What follows belongs to an exercise in optimizing a design on an open flow for a short achievable clock period and few clock cycles; a production flow would make more cautious choices.
The RTL was checked by simulation tests, not by an equivalence proof against the original design.

## flow/design.v (module list and top-level ports; edited modules follow where they fit)
// module hb_core: 1578 lines
// module hb_predec: 59 lines
// module hb_add3: 12 lines
// module hb_ksa: 39 lines
// module hb_adec: 27 lines
// module hb_div: 115 lines
// module hb_multree: 1149 lines
// module hb_csr: 148 lines
// module e203_exu_decode: 811 lines
// module hb_regfile: 47 lines
// module e203_tcm_cpu: 39 lines
module e203_tcm_cpu (
  input                          clk,
  input                          rst_n,
  output                         itcm_ram_cs,
  output                         itcm_ram_we,
  output [(16-3)-1:0] itcm_ram_addr,
  output [8-1:0] itcm_ram_wem,
  output [64-1:0] itcm_ram_din,
  input  [64-1:0] itcm_ram_dout,
  output                         dtcm_ram_cs,
  output                         dtcm_ram_we,
  output [(16-2)-1:0] dtcm_ram_addr,
  output [4-1:0] dtcm_ram_wem,
  output [32-1:0] dtcm_ram_din,
  input  [32-1:0] dtcm_ram_dout
);
  // ...
==> flow/flow/run.sh <==
#!/bin/bash
set -euo pipefail
MARGIN=16
bash ./standard.sh SETUP_SLACK_MARGIN=$MARGIN finish > standard_make.log 2>&1
==> flow/standard.sh <==
#!/bin/bash
# synth_recipe.tcl (not shown) runs the flow's synth.tcl, then flattens the netlist and writes it again
# the make line also repeats each setting of config.mk as NAME=value (left out here)
make -C /OpenROAD-flow-scripts/flow DESIGN_CONFIG=/design/flow/config.mk WORK_HOME=/design/flow/orfs CLKGATE_MAP_FILE= SYNTH_SCRIPT=/design/flow/synth_recipe.tcl "${@:-finish}"
==> flow/config.mk <==
export PLATFORM = sky130hd
export DESIGN_NAME = e203_tcm_cpu
export DESIGN_NICKNAME = e203_tcm_cpu
export VERILOG_FILES = /design/flow/design.v
export SDC_FILE = /design/flow/constraint.sdc
export NUM_CORES = 8
export LEC_CHECK = 0
export CAP_MARGIN = 40
export CORE_MARGIN = 2
export CORE_UTILIZATION = 22
export GPL_ROUTABILITY_DRIVEN = 1
export PLACE_DENSITY = 0.4
export SLEW_MARGIN = 40
==> flow/constraint.sdc <==
create_clock -name core_clock -period 22.0 [get_ports {clk}]
set_input_delay 4.4000 -clock core_clock [delete_from_list [all_inputs] [get_ports {clk}]]
set_output_delay 4.4000 -clock core_clock [all_outputs]
set_load 0.01 [all_outputs]
==> metrics.yaml, run 1 <==
final_area_um2: 480600
drv_cap: 0
fill_cells: 186100
antenna_found_initial: 417
r2r-end: "u_core.m1_res[28]"
finalHoldViolCount: 0
yosysMostFrequentCell: "nand2_1"
setup.worst_path.end_class: "register"
ios: 237
grt_pass1_vias: 362300
place_ws_ns: 12.34
grt_overflow: 0
largestClassByArea: "multi-input combinational cells"
clk_latency_ns: 1.33
ys_seq_area_frac: 0.3983
syn_inst: 42410
yosysTopAreaCell: "edfxtp_1"
nonClockInverterCount: 1355
final_common_cell: "nand2_1"
drive_gt1_frac: 0.1770
largest_reg_flops: 992
status: "finished clean"
tns_ns: 0
seq_area_frac: 0.3198
nNonClkBuffers: 3634
initial_core_util: 0.2202
clkbuf_count: 967
cpMaxStageDelayCell: "a222oi_1"
ys_ff_latch: 5535
Testbench counts, summed over its fixed seeds: cycles 154,548.
==> run 2: changes to the inputs <==
--- a/flow/design.v
+++ b/flow/design.v
@@ -21,31 +21,20 @@
   wire        e_hold;          
   wire        lsu_ic_req;      
   wire        lsu_dc_req;
   wire        mem_iss;         
   wire        lsu_we;
   wire [31:0] lsu_addr;
   wire [3:0]  lsu_wem;
   wire [31:0] lsu_wdat;
-  wire [12:0] u_btag;
-  wire [1:0]  u_bslot;
-  wire        u_pt, u_taken;
-  reg         u_bjpok, u_inv, u_lpres, flush_d;
-  wire [14:0] u_anpc;
-  reg         u_sa;
-  reg  [12:0] ua_btag, ub_btag;
-  reg  [1:0]  ua_bslot, ub_bslot;
-  reg         ua_pt, ub_pt, ua_taken, ub_taken;
-  reg  [14:0] ua_anpc, ub_anpc;
-  assign u_btag  = u_sa ? ua_btag : ub_btag;
-  assign u_bslot = u_sa ? ua_bslot : ub_bslot;
-  assign u_pt    = u_sa ? ua_pt : ub_pt;
-  assign u_taken = u_sa ? ua_taken : ub_taken;
-  assign u_anpc  = u_sa ? ua_anpc : ub_anpc;
+  reg  [12:0] u_btag;
+  reg  [1:0]  u_bslot;
+  reg         u_pt, u_taken, u_bjpok, u_inv, u_lpres, flush_d;
+  reg  [14:0] u_anpc;
   wire        bu_inv, bu_set, bu_dec, bu_inc;
   wire [NB-1:0] bu_hitv;
   wire        bu_hit;
   wire [12:0] bu_tag;
   wire [1:0]  bu_slot;
   wire [14:0] bu_tgt;
   reg         fr_v;            
   reg  [12:0] fr_blk;
@@ -111,23 +100,23 @@
   wire        lp_exit = lp_blk & lp_conf & (lp_scnt == lp_trip) & ~flush_d;
   wire        pn_hit_bt = |pn_hitv;
   wire        pn_hit   = pn_hit_bt & ~lp_exit;
   wire        px_ok    = pn_hit & pn_dv;           
   wire [12:0] pn_blk   = px_ok ? pn_tn : pn_hit ? pn_tgt[14:2] : (fr_blk + 13'd1);
   wire [1:0]  pn_first = (pn_hit & ~px_ok) ? pn_tgt[1:0] : 2'b0;
   wire [12:0] cand_blk   = fr_v ? pn_blk : fnx_blk;
   wire [1:0]  cand_first = fr_v ? pn_first : fnx_first;
-  wire [12:0] nreq_blk   = cand_blk;
-  wire [1:0]  nreq_first = cand_first;
+  wire [12:0] nreq_blk   = flush ? flush_pc[14:2] : cand_blk;
+  wire [1:0]  nreq_first = flush ? flush_pc[1:0] : cand_first;
   reg         rsp2_v;
   wire [2:0]  f_infl = {1'b0, rsp_v} + {1'b0, rsp2_v} + {1'b0, fr_v, 1'b0};
-  wire        f_space = (f_infl == 3'd0) ? ~fq_v[NQ-2] : (f_infl == 3'd1) ? ~fq_v[NQ-3]
-                      : (f_infl == 3'd2) ? ~fq_v[NQ-4] : (f_infl == 3'd3) ? ~fq_v[NQ-5] : ~fq_v[NQ-6];
-  wire        f_issue = f_space & ~lsu_ic_req & ~flush;
+  wire        f_space = flush | ((f_infl == 3'd0) ? ~fq_v[NQ-2] : (f_infl == 3'd1) ? ~fq_v[NQ-3]
+                               : (f_infl == 3'd2) ? ~fq_v[NQ-4] : (f_infl == 3'd3) ? ~fq_v[NQ-5] : ~fq_v[NQ-6]);
+  wire        f_issue = f_space & ~lsu_ic_req;
   wire        f_push  = rsp_v & ~flush;
   reg         fr_fl, rsp_fl, rsp_fseq;
   reg  [2:0]  fr_fli, rsp_fli;
   reg  [12:0] rsp2_blk;
   reg  [1:0]  rsp2_first;
   reg  [63:0] rsp2_dat;
   reg  [2:0]  ic_wr_d;                  
   wire        ic_wr = lsu_ic_req & lsu_we;
@@ -143,20 +132,17 @@
       fnx_first <= 2'b0;
     end else begin
       fr_v  <= f_issue;
       rsp_v <= fr_v & ~flush;
       rsp2_v <= fr_v & px_ok & ~flush;
       if (f_issue) fr_fl <= ~flush & fr_v & pn_hit & ~px_ok;
       rsp_fl <= fr_v & fr_fl & ~flush;
       ic_wr_d <= {ic_wr_d[1:0], ic_wr};
-      if (flush) begin
-        fnx_blk <= flush_pc[14:2];
-        fnx_first <= flush_pc[1:0];
-      end else if (~f_issue) begin
+      if (~f_issue) begin
         fnx_blk <= nreq_blk;
         fnx_first <= nreq_first;
       end
     end
   end
   always @(posedge clk) begin
     if (f_issue) begin
       fr_blk <= nreq_blk;
@@ -1039,21 +1025,18 @@
   wire        al_ltu = ~al_sub_co;                               
   wire        al_lt  = (a1[31] ^ a2[31]) ? a1[31] : al_ltu;      
   wire        al_slt = ea_sltu ? al_ltu : al_lt;
   wire [4:0]  shamt  = a2[4:0];
   wire [31:0] al_sll = a1 << shamt;
   wire [31:0] al_srl = a1 >> shamt;
   wire [31:0] al_sra = al_srl | ({32{a1[31]}} & ~(32'hFFFF_FFFF >> shamt));
   wire [31:0] fz_x  = e_fz1 ? a2 : a1;
-  wire [31:0] fz_p  = m_s2[31:0] ^ m_c2[31:0];
-  wire [31:0] fz_o  = m_s2[31:0] | m_c2[31:0];
-  wire [31:0] fz_g  = m_s2[31:0] & m_c2[31:0];
-  wire [31:0] fz_s3 = fz_x ^ fz_p;
-  wire [31:0] fz_c3 = {(fz_x[30:0] & fz_o[30:0]) | fz_g[30:0], 1'b0};
+  wire [31:0] fz_s3 = fz_x ^ m_s2[31:0] ^ m_c2[31:0];
+  wire [31:0] fz_c3 = {(fz_x[30:0] & m_s2[30:0]) | (fz_x[30:0] & m_c2[30:0]) | (m_s2[30:0] & m_c2[30:0]), 1'b0};
   wire [31:0] fz_sum;
   wire        fz_co;
   hb_ksa #(32) u_fz (.a(fz_s3), .b(fz_c3), .ci(1'b0), .s(fz_sum), .co(fz_co));
   wire        e_fz = e_fz1 | e_fz2;
   assign ch0_a = a1[15:0];
   assign ch0_b = a2[15:0];
   assign e_addt = e_alu & ea_add & ~e_fz;
   wire [31:0] alu_res =
@@ -1152,20 +1135,17 @@
       2'b01: st_wem = ag_a[1] ? 4'b1100 : 4'b0011;
       2'b10: st_wem = 4'b1111;
       default: st_wem = 4'b0000;
     endcase
   end
   wire [31:0] st_wdat = (eg_size == 2'b00) ? {4{op2[7:0]}} : (eg_size == 2'b01) ? {2{op2[15:0]}} : op2;
   reg         rsv_v;
   reg  [31:0] rsv_a;
-  reg         cl_v;
-  reg  [31:0] cl_a;
-  wire        cl_hit = cl_v & (cl_a == rsv_a);
-  wire        sc_ok = rsv_v & ~cl_hit & (op1 == rsv_a);      
+  wire        sc_ok = rsv_v & (op1 == rsv_a);      
   localparam A_IDLE = 3'd0, A_RD = 3'd1, A_DAT = 3'd2, A_WR = 3'd3, A_MIS = 3'd4;
   reg  [2:0]  amo_st;
   reg  [2:0]  amo_sel;     
   wire [31:0] amo_old = ({32{amo_sel[0]}} & xr_ic[31:0]) | ({32{amo_sel[1]}} & xr_ic[63:32]) | ({32{amo_sel[2]}} & xr_dc);
   wire        amo_mis = ((eg_size == 2'b01) & op1[0]) | ((eg_size == 2'b10) & (op1[1:0] != 2'b00));
   wire        amo_go = e_v & e_agu & eg_amo & ~amo_mis;
   wire [31:0] amo_b   = e_rf2;
   wire [32:0] amo_dif = {~eg_amoop[1] & ~eg_amoop[0] & amo_old[31], amo_old} - {~eg_amoop[1] & ~eg_amoop[0] & amo_b[31], amo_b};
@@ -1248,62 +1228,53 @@
   assign lsu_we   = st_iss | am_wr;
   assign lsu_addr = ag_a;
   assign lsu_wem  = am_wr ? 4'b1111 : st_wem;
   assign lsu_wdat = am_wr ? amo_new : st_wdat;
   always @(posedge clk or negedge rst_n) begin
     if (!rst_n) begin
       amo_st <= A_IDLE;
       rsv_v <= 1'b0;
-      cl_v <= 1'b0;
       ir_hi <= 16'b0;
     end else begin
       case (amo_st)
         A_IDLE: if (am_rd) amo_st <= A_RD;
                 else if (e_v & e_agu & eg_amo & ~e_refetch & (amo_mis | ~sq_v)) amo_st <= A_MIS;
         A_RD:   amo_st <= A_DAT;
         A_DAT:  amo_st <= A_WR;
         default: amo_st <= A_IDLE;
       endcase
-      cl_v <= st_iss | am_wr;
       if (ld_iss & eg_excl) rsv_v <= 1'b1;
-      else if (cl_hit | (e_done & e_trap) | e_mret) rsv_v <= 1'b0;
+      else if (((st_iss | am_wr) & rsv_v & (ag_a == rsv_a)) | (e_done & e_trap) | e_mret) rsv_v <= 1'b0;
       if (e1_cm & e1_rv32) ir_hi <= e1_inst[31:16];
       else if (e_done & ~e_refetch & e_rv32) ir_hi <= e_inst[31:16];
     end
   end
   always @(posedge clk) begin
     if (ld_iss & eg_excl) rsv_a <= ag_a;
-    cl_a <= ag_a;
     amo_sel <= {ag_dtcm, ~ag_dtcm & ag_a[2], ~ag_dtcm & ~ag_a[2]};
   end
   wire        us1     = e1_ok & ~e1_lb & (b1_bxx | e1_pt);
   always @(posedge clk or negedge rst_n) begin
     if (!rst_n) begin
       u_bjpok <= 1'b0; u_inv <= 1'b0; u_lpres <= 1'b0; flush_d <= 1'b0;
     end else begin
       u_bjpok <= m1_lb | (us1 ? (e1_ok & b1_bxx) : (e_ok & e_bjp & e_bjpx));
       u_inv   <= ~m1_lb & (us1 ? (e1_ok & e1_pt & ~b1_bxx)
                      : ((e_done & e_refetch) | (e_done & e_pt & ~(e_bjp & e_bjpx & ~e_refetch & ~e_trap))));
       u_lpres <= m1_lb | (us1 ? (e1_ok & b1_bxx) : (e_ok & e_bjp & eb_bxx));    
       flush_d <= flush;
     end
   end
   always @(posedge clk) begin
-    u_sa     <= m1_lb | us1;
-    ua_btag  <= m1_lb ? m1_lbtag : e1_btag;
-    ua_bslot <= m1_lb ? m1_lbslot : e1_bslot;
-    ua_pt    <= m1_lb ? m1_lpt : e1_pt;
-    ua_taken <= m1_lb ? lb_taken : b1_taken;
-    ua_anpc  <= m1_lb ? m_lbnpc : e1_anpc;
-    ub_btag  <= e_btag;
-    ub_bslot <= e_bslot;
-    ub_pt    <= e_pt;
-    ub_taken <= b_taken;
-    ub_anpc  <= e_anpc;
+    u_btag  <= m1_lb ? m1_lbtag : us1 ? e1_btag : e_btag;
+    u_bslot <= m1_lb ? m1_lbslot : us1 ? e1_bslot : e_bslot;
+    u_pt    <= m1_lb ? m1_lpt : us1 ? e1_pt : e_pt;
+    u_taken <= m1_lb ? lb_taken : us1 ? b1_taken : b_taken;
+    u_anpc  <= m1_lb ? m_lbnpc : us1 ? e1_anpc : e_anpc;
   end
   generate
     for (gi = 0; gi < NB; gi = gi + 1) begin : g_btu
       assign bu_hitv[gi] = bt_v[gi] & (bt_tag[gi] == u_btag);
     end
   endgenerate
   assign bu_hit = |bu_hitv;
   reg [1:0] bu_oslot, bu_octr;
==> run 2 against run 1 <==
Net effect:
- via count rose by 0.52%
- worst hold slack lost 0.030 ns
- core utilization is 0.088 points higher
- cell area down 0.30%
- non-clock buffer count grew 139
- first-iteration DRC count increased by 1.2%
- die area is 0.45% lower
- global-route usage increased by 0.64 points
- critical path type unchanged
==> metrics.yaml, run 2 <==
finalHoldViolCount: 0  # unchanged
fp.dieH_mm: 1.324  # was 1.327 mm
cts_hold_buf: 0  # unchanged
tns_ns: 0  # unchanged
die_x_mm: 1.324  # was 1.327 mm
initial_core_util: 0.2206  # was 0.2202
rr_startpoint: "u_core.e_fs1[0]"  # was u_core.e_fs1[4]
synth_top_cells_by_count: "nand2_1, edfxtp_1, nor2_1"  # was nand2_1, edfxtp_1, clkbuf_1
yosysMostFrequentCell: "nand2_1"  # unchanged
synth_area_leaders: "edfxtp_1, nand2_1, dfxtp_1"  # was edfxtp_1, dfxtp_1, mux2i_1
ys_seq_area_frac: 0.3968  # was 0.3983
drt_iter0_drc: 72860  # was 72,040
fin_crit_sh: 0.3136  # was 0.3059
yosys.area_share.simple: 0.1526  # was 0.1438
ios: 237  # unchanged
synth_top_family_by_area: "compound AO/OA/AOI/OAI gates"  # unchanged
synth_compound_gate_area_share: 0.2269  # was 0.2205
required_ns: 23.08  # was 23.18 ns
crit_fanout: 4  # was 16
r2r-end: "u_core.m_res[31]"  # was u_core.m1_res[28]
fmax_ghz: 0.1449  # was 0.1486 GHz
crit_path_start_kind: "register"  # unchanged
largestRegisters: "u_core.u_rf.rf: 992 flops, u_core.bt_dat: 512 flops, u_core.fq_dat: 512 flops"  # unchanged
root_buffer: "clkbuf_16"  # unchanged
path_clk_slew_ns: 0.07  # was 0.06 ns
post-dp-hpwl_mm: 2009  # was 1922 mm
drive_gt1_frac: 0.1697  # was 0.1770
synth_xor_area_frac: 0.05317  # was 0.05310
first_pass_iters: 17  # unchanged
cts_tree: "done"  # unchanged
layout_common_cells: "nand2_1, edfxtp_1, nor2_1"  # unchanged
clockBufferDepth: 5  # unchanged
hold_start: "rst_sync_r[0]"
netlist_area_um2: 383200  # was 384,900 µm²
syn_area_per_cell_um2: 8.941  # was 9.075 µm²
status: "finished clean"  # unchanged
syn_to_final_growth_pct: 25.05  # was 24.86%
htreeDepth: 6  # unchanged
utilization: 0.2759  # was 0.2750
grt.total_usage: 0.3101  # was 0.3037
clkSinkCount: 5472  # was 5,535
synth_edf_count: 4052  # unchanged
cpMaxStageDelayCell: "a222oi_1"  # unchanged
ant_nets: 0  # unchanged
period_minus_slack_ns: 6.899  # was 6.729 ns
report.final.slew_viol_count: 0  # unchanged
synth_warnings: 81  # unchanged
synth_top_area_frac: 0.3176  # was 0.3161
fill_cells: 185000  # was 186,100
drv_cap: 0  # unchanged
routed_wl_mm: 2909  # was 2857 mm
tightestPinTransition_ns: 1.123  # was 1.116 ns
finalNetCount: 45120  # was 44,600
grt_overflow: 0  # unchanged
grt_max_degree: 132  # was 130
max-slew-margin-rel: 0.2511  # was 0.2562
synth_fa_ha_area_frac: 0.06198  # was 0.06180
cpPeakStageDelay_ns: 0.53  # was 0.86 ns
cts_buffers: 704  # was 725
crit_type: "register to register"  # unchanged
drc: 0  # unchanged
synth_ff_type: "edfxtp_1"  # unchanged
gp_congestion: 1.115  # was 1.086
clk_latency_ns: 1.35  # was 1.33 ns
setup_viol: 0  # unchanged
yosysTopAreaCell: "edfxtp_1"  # unchanged
syn_nets: 44510  # was 44,070
rsz0062_at_grt: "true"  # unchanged
row_count: 484  # was 486
r2r_slack_ns: 15.10  # was 15.27 ns
ys_ff_latch: 5472  # was 5,535
wl_per_cell_um: 43.11  # was 42.50 µm
grt_pass1_wl_mm: 3694  # was 3646 mm
portBuffers: 236  # unchanged
vias_per_cell: 6.051  # was 6.040
die-area_um2: 1752000  # was 1,760,000 µm²
final_common_cell: "nand2_1"  # unchanged
grt_pass1_vias: 366400  # was 362,300
rr_worst_depth: 28  # was 26
largest_reg_flops: 992  # unchanged
setup.worst_path.end_class: "register"  # unchanged
final_cells: 67470  # was 67,230
hold_class: "register to register"  # was register to async pin
cp-startpoint: "u_core.e_fs1[0]"  # was u_core.e_fs1[4]
dp.cells: 64280  # was 63,870
endpoint: "u_core.m_res[31]"  # was u_core.m1_res[28]
antenna_found_initial: 426  # was 417
syn_inst: 42860  # was 42,410
synth_cell_type_count: 113  # was 119
crit_arrival_ns: 7.98  # was 7.91 ns
placeableCoreArea_um2: 1737000  # was 1,748,000 µm²
async_reset_ff_frac: 0.07054  # was 0.06992
synthMuxAreaShare: 0.05652  # was 0.07048
fin_worst_skew_ns: 0.1700  # was 0.1520 ns
vias: 408200  # was 406,100
top_register: "u_core.u_rf.rf"  # unchanged
[run 2: worst min-delay path by stage]
stage / endpoint / slack, ns / cells past startpoint
2_1_floorplan: u_core.m1_lbxa / 0.32 / 0
3_3_place_gp: u_core.m1_usign / 0.33 / 0
3_5_place_dp: u_core.w1_ld / 0.33 / 0
4_1_cts: rst_sync_r[1] / 0.30 / 0
5_1_grt: rst_sync_r[1] / 0.30 / 0
6_report: rst_sync_r[1] / 0.27 / 0
[run 2: what timing repair did]
action | 4_1_cts | 5_1_grt
pin swaps | 472 | 344
gates resized for setup | 3135 | 867
buffers inserted | 788 | 445
gates cloned | 184 | 124
endpoints found under the hold margin | 0 | 0
endpoints found under the setup margin | 4024 | 2755
[run 2: cell type report]
class | count | area [µm²] | share of cell area
diodes | 329 | 823.3 | 0.001718
clock buffers | 979 | 19650 | 0.04101
clock inverters | 317 | 3273 | 0.006831
inverters | 1274 | 5233 | 0.01092
multi-input cells | 32240 | 225600 | 0.4709
flip-flops and latches | 5472 | 152500 | 0.3182
well taps | 23090 | 28880 | 0.06028
repair buffers | 3773 | 43190 | 0.09015
repair inverters | 1 | 8.758 | 0.00001828
[run 2: cell families (layout without fill, tap and decap cells)]
logic type      count (synthesis)  count (layout)
buf+inv                      5191            6344
mux                          2081            2082
xor+xnor                     2319            2319
other cells                     1             330
flops                        5472            5472
simple gates                13180           13230
fa+ha+maj                    1555            1555
compound gates              13060           13060
[run 2: worst max-delay path, delay by kind of cell, from the launching register on]
kind / cells / cell delay, ns
mux: 2 / 0.27
buf+inv: 6 / 0.77
compound gates: 15 / 3.79
flops: 1 / 0.40
simple gates: 3 / 0.74
fa+ha+maj: 2 / 0.67
[run 2: layer usage]
layer / GRT usage / vias up / wire, µm
met4: 0.1908 / 201 / 230500
met3: 0.1163 / 8062 / 367000
li1: - / 160800 / -
met1: 0.3991 / 207400 / 1148000
met5: 0.01549 / - / 4727
met2: 0.4345 / 31780 / 1159000
[run 2: metrics by stage]
step / hold slack (ns) / instance area, µm² / worst slack [ns]
after floorplan: 0.3233 / 384600 / 14.69
after global placement: 0.3291 / 419000 / 11.66
after detailed placement: 0.3317 / 422400 / 12.80
after CTS: 0.2955 / 467400 / 15.30
after global routing: 0.3038 / 478600 / 15.22
final: 0.2708 / 479100 / 15.10
Testbench counts of run 2, summed over its fixed seeds: cycles 153,950.

what the ideal ports hide:
How much do the figures lean on ideal ports? The routed layouts below were timed once more, with nothing changed but the port constraints. Step 1 sets driving cells, clkbuf_16 on the clock port and buf_2 on the other inputs (assumed; they add their load-dependent delay and slew). Step 2 times the ports against the registers' clock, not the clock port: input delays grow and output delays shrink by t, the midpoint of the rising clock arrivals with the driver on. Three values: no drivers, after step 1, after step 2; two values: the first two.
run	t (ns)	setup WS [ns]	worst register clock-pin slew, ns	pins driven straight from the clock port
run 1	1.471	15.271 / 15.271 / 14.834	0.08 / 0.08	1
run 2	1.466	15.101 / 15.101 / 14.541	0.09 / 0.09	1
After both steps setup and hold are still met in every run listed. The setup slack of run 2, which loses most, moves by 0.000 ns with the drivers and by -0.560 ns with both steps.
